From an optimization exercise on the open Yosys and OpenROAD flow, aimed at small area; shortcuts taken in it are not production practice. Where RTL was checked, it was by simulation tests only, not by an equivalence proof against the original. No activity file was given, so power comes from the tool's default toggle rates.

==> module DE0_NANO_G_Sensor, before the edit <==
module DE0_NANO_G_Sensor(
	clk,
	rst_n,
	spi_clk_out,
	LED,
	DATA_X,
	G_SENSOR_CS_N,
	G_SENSOR_INT,
	I2C_SCLK,
	I2C_SDAT_IN,
	I2C_SDAT_OUT,
	I2C_SDAT_OE
);
input              clk;
input              rst_n;
input              spi_clk_out;
output      [7:0]  LED;
output reg [15:0]  DATA_X;
output             G_SENSOR_CS_N;
input              G_SENSOR_INT;
output             I2C_SCLK;
input              I2C_SDAT_IN;
output             I2C_SDAT_OUT;
output             I2C_SDAT_OE;
localparam [3:0] S_HB = 4'd12, S_ST = 4'd13, S_LB = 4'd14;
reg  [3:0]  st;
reg         go;         
reg         en;         
reg  [3:0]  cnt;        
reg         je;         
reg  [7:0]  s2p;        
reg  [7:0]  low_byte;
reg  [14:0] idle_cnt;
wire rd      = st[3] & st[2];
wire spi_end = en & (cnt == 4'd0);
wire idle    = ~go;
wire is_st   = (st == S_ST);
wire is_lb   = (st == S_LB);
wire is_hb   = (st == S_HB);
wire hb_go   = je & is_lb;
wire lb_go   = je & is_st & s2p[7];
wire guard   = is_st & (idle_cnt[14:2] == 13'd0);
wire st_go   = idle_cnt[14] | (G_SENSOR_INT & ~guard);
wire start   = ~rd | hb_go | lb_go | st_go;
reg [13:0] wdata;
always @(*)
	case (st)
	4'd1   : wdata = {6'h24, 8'h20};  
	4'd2   : wdata = {6'h25, 8'h03};  
	4'd3   : wdata = {6'h26, 8'h01};  
	4'd4   : wdata = {6'h27, 8'h7f};  
	4'd5   : wdata = {6'h28, 8'h09};  
	4'd6   : wdata = {6'h29, 8'h46};  
	4'd7   : wdata = {6'h2c, 8'h09};  
	4'd8   : wdata = {6'h2e, 8'h10};  
	4'd9   : wdata = {6'h2f, 8'h10};  
	4'd10  : wdata = {6'h31, 8'h40};  
	default: wdata = {6'h2d, 8'h08};  
	endcase
wire [15:0] word = rd ? {2'b10, 4'b1100, ~is_st, is_hb, 8'h08} : {2'b00, wdata};
assign G_SENSOR_CS_N = ~go;
assign I2C_SCLK      = en ? spi_clk_out : 1'b1;
assign I2C_SDAT_OE   = en & (~rd | cnt[3]);
assign I2C_SDAT_OUT  = word[cnt];
always @(posedge clk or negedge rst_n)
	if (!rst_n) begin
		go <= 1'b0;
		en <= 1'b0;
		st <= 4'd1;
	end else begin
		if (idle) begin
			if (start) go <= 1'b1;
			if (rd & start) st <= hb_go ? S_HB : lb_go ? S_LB : S_ST;
		end else if (spi_end) begin
			go <= 1'b0;
			if (!rd) st <= st + 4'd1;
		end
		if (spi_end) en <= 1'b0;
		else if (go) en <= 1'b1;
	end
always @(posedge clk) begin
	cnt <= en ? cnt - 4'd1 : 4'hf;
	je  <= spi_end & rd;
	s2p <= {s2p[6:0], I2C_SDAT_IN};
	if (~rd | (spi_end & is_st)) idle_cnt <= 15'd0;
	else                         idle_cnt <= idle_cnt + {14'd0, idle};
	if (je & is_lb) low_byte <= s2p;
end
always @(posedge clk or negedge rst_n)
	if (!rst_n) DATA_X <= 16'd0;
	else if (je & is_hb) DATA_X <= {s2p, low_byte};
reg  [1:0]  int2_d;
reg         act_n;      
reg  [22:0] act_cnt;
wire        int_rise = ~int2_d[1] & int2_d[0];
always @(posedge clk or negedge rst_n)
	if (!rst_n) begin
		int2_d <= 2'b00;
		act_n  <= 1'b1;
	end else begin
		int2_d <= {int2_d[0], G_SENSOR_INT};
		if (int_rise) act_n <= 1'b0;
		else if (&act_cnt) act_n <= 1'b1;
	end
always @(posedge clk)
	act_cnt <= int_rise ? 23'd0 : act_cnt + 23'd1;
wire [4:0] sel = G_SENSOR_INT ? DATA_X[9:5] :
                 (DATA_X[9] ? (DATA_X[8] ? DATA_X[8:4] : 5'h10) : (DATA_X[8] ? 5'h0f : DATA_X[8:4]));
wire       sgn = sel[4];
wire [2:0] mag = sgn ? ~sel[3:1] : sel[3:1];
reg [7:0] tilt;
always @(*)
	case (mag)
	3'd0: tilt = 8'h18;
	3'd1: tilt = sgn ? 8'h08 : 8'h10;
	3'd2: tilt = sgn ? 8'h0c : 8'h30;
	3'd3: tilt = sgn ? 8'h04 : 8'h20;
	3'd4: tilt = sgn ? 8'h06 : 8'h60;
	3'd5: tilt = sgn ? 8'h02 : 8'h40;
	3'd6: tilt = sgn ? 8'h03 : 8'hc0;
	default: tilt = sgn ? 8'h01 : 8'h80;
	endcase
assign LED = act_n ? tilt : (act_cnt[20] ? 8'h00 : 8'hff);
endmodule
export LEC_CHECK = 0
export CAP_MARGIN = 20
export CORE_MARGIN = 2
export CORE_UTILIZATION = 40
export SLEW_MARGIN = 20
create_clock -name core_clock -period 10.0 [get_ports {clk}]
run.sh (not shown) runs the stock make flow with config.mk's settings and CLKGATE_MAP_FILE= SYNTH_SCRIPT=/design/flow/synth_recipe.tcl, a recipe that flattens the netlist after the stock synthesis.
Change:
--- a/flow/design.v
+++ b/flow/design.v
@@ -30,7 +30,7 @@
 reg         je;         
 reg  [7:0]  s2p;        
 reg  [7:0]  low_byte;
-reg  [14:0] idle_cnt;
+reg  [14:0] idle_lf;    
 wire rd      = st[3] & st[2];
 wire spi_end = en & (cnt == 4'd0);
 wire idle    = ~go;
@@ -39,8 +39,9 @@
 wire is_hb   = (st == S_HB);
 wire hb_go   = je & is_lb;
 wire lb_go   = je & is_st & s2p[7];
-wire guard   = is_st & (idle_cnt[14:2] == 13'd0);
-wire st_go   = idle_cnt[14] | (G_SENSOR_INT & ~guard);
+wire guard   = is_st & cnt[3] & cnt[2];
+wire timeout = (idle_lf == 15'h00fe);
+wire st_go   = timeout | (G_SENSOR_INT & ~guard);
 wire start   = ~rd | hb_go | lb_go | st_go;
 reg [13:0] wdata;
 always @(*)
@@ -79,11 +80,13 @@
 		else if (go) en <= 1'b1;
 	end
 always @(posedge clk) begin
-	cnt <= en ? cnt - 4'd1 : 4'hf;
+	if (en | (idle & cnt[2])) cnt <= cnt - 4'd1;
+	else if (go)              cnt <= 4'hf;
 	je  <= spi_end & rd;
 	s2p <= {s2p[6:0], I2C_SDAT_IN};
-	if (~rd | (spi_end & is_st)) idle_cnt <= 15'd0;
-	else                         idle_cnt <= idle_cnt + {14'd0, idle};
+	if (~rd | (spi_end & is_st)) idle_lf <= 15'h7fff;
+	else if (spi_end & is_hb)    idle_lf <= 15'h7ffc;
+	else                         idle_lf <= {idle_lf[13:0], idle_lf[14] ^ idle_lf[13]};
 	if (je & is_lb) low_byte <= s2p;
 end
 always @(posedge clk or negedge rst_n)
@@ -91,8 +94,10 @@
 	else if (je & is_hb) DATA_X <= {s2p, low_byte};
 reg  [1:0]  int2_d;
 reg         act_n;      
-reg  [22:0] act_cnt;
+reg  [20:0] pre_lf;     
+reg  [2:0]  phase;      
 wire        int_rise = ~int2_d[1] & int2_d[0];
+wire        tick     = (pre_lf == 21'h155400);
 always @(posedge clk or negedge rst_n)
 	if (!rst_n) begin
 		int2_d <= 2'b00;
@@ -100,10 +105,14 @@
 	end else begin
 		int2_d <= {int2_d[0], G_SENSOR_INT};
 		if (int_rise) act_n <= 1'b0;
-		else if (&act_cnt) act_n <= 1'b1;
+		else if (tick & (&phase)) act_n <= 1'b1;
 	end
-always @(posedge clk)
-	act_cnt <= int_rise ? 23'd0 : act_cnt + 23'd1;
+always @(posedge clk) begin
+	if (int_rise | tick) pre_lf <= 21'h1fffff;
+	else                 pre_lf <= {pre_lf[19:0], pre_lf[20] ^ pre_lf[18]};
+	if (int_rise) phase <= 3'd0;
+	else          phase <= phase + {2'd0, tick};
+end
 wire [4:0] sel = G_SENSOR_INT ? DATA_X[9:5] :
                  (DATA_X[9] ? (DATA_X[8] ? DATA_X[8:4] : 5'h10) : (DATA_X[8] ? 5'h0f : DATA_X[8:4]));
 wire       sgn = sel[4];
@@ -120,5 +129,5 @@
 	3'd6: tilt = sgn ? 8'h03 : 8'hc0;
 	default: tilt = sgn ? 8'h01 : 8'h80;
 	endcase
-assign LED = act_n ? tilt : (act_cnt[20] ? 8'h00 : 8'hff);
+assign LED = act_n ? tilt : (phase[0] ? 8'h00 : 8'hff);
 endmodule
Area after synthesis falls by 3.9%.
Sequential power hardly moves.
Routed wire length falls by 4.0%.
Power falls by 2.1%.
Clock skew hardly moves.
Cell count falls by 15%.
Count of clock-buffer cells in the layout does not change.
Via count falls by 11%.
Setup slack loses 0.28 ns.
Hold slack hardly moves.
Maximum frequency falls by 4.4%.
Combinational power falls by 39%.
No functional check of the RTL was part of the second run of this note.

-- what the ideal ports hide --
The flow's constraints put no driver on any port. The routed layouts listed below were extracted and timed again, unchanged, in two steps.
Step 1, drivers: a clkbuf_16 drives clk and a buf_2 each remaining input, both assumed.
Step 2 moves the port delays by t, midway between the first and last clock arrival at a register: inputs arrive t later, outputs are due t later. That takes back most of the time a late clock gives input paths.
a / b / c = ideal ports / drivers / drivers and shift; a / b = the first two.
| run | t (ns) | slack for setup (ns) | worst setup path after step 2 |
|---|---|---|---|
| the first run | 0.383 | 3.926 / 3.876 / 3.876 | input to output |
| the second run | 0.377 | 3.645 / 3.620 / 3.620 | input to output |
After both steps every run listed still meets setup and hold. The setup slack of the first run, which loses most, moves by -0.050 ns with the drivers and by -0.050 ns with both steps.
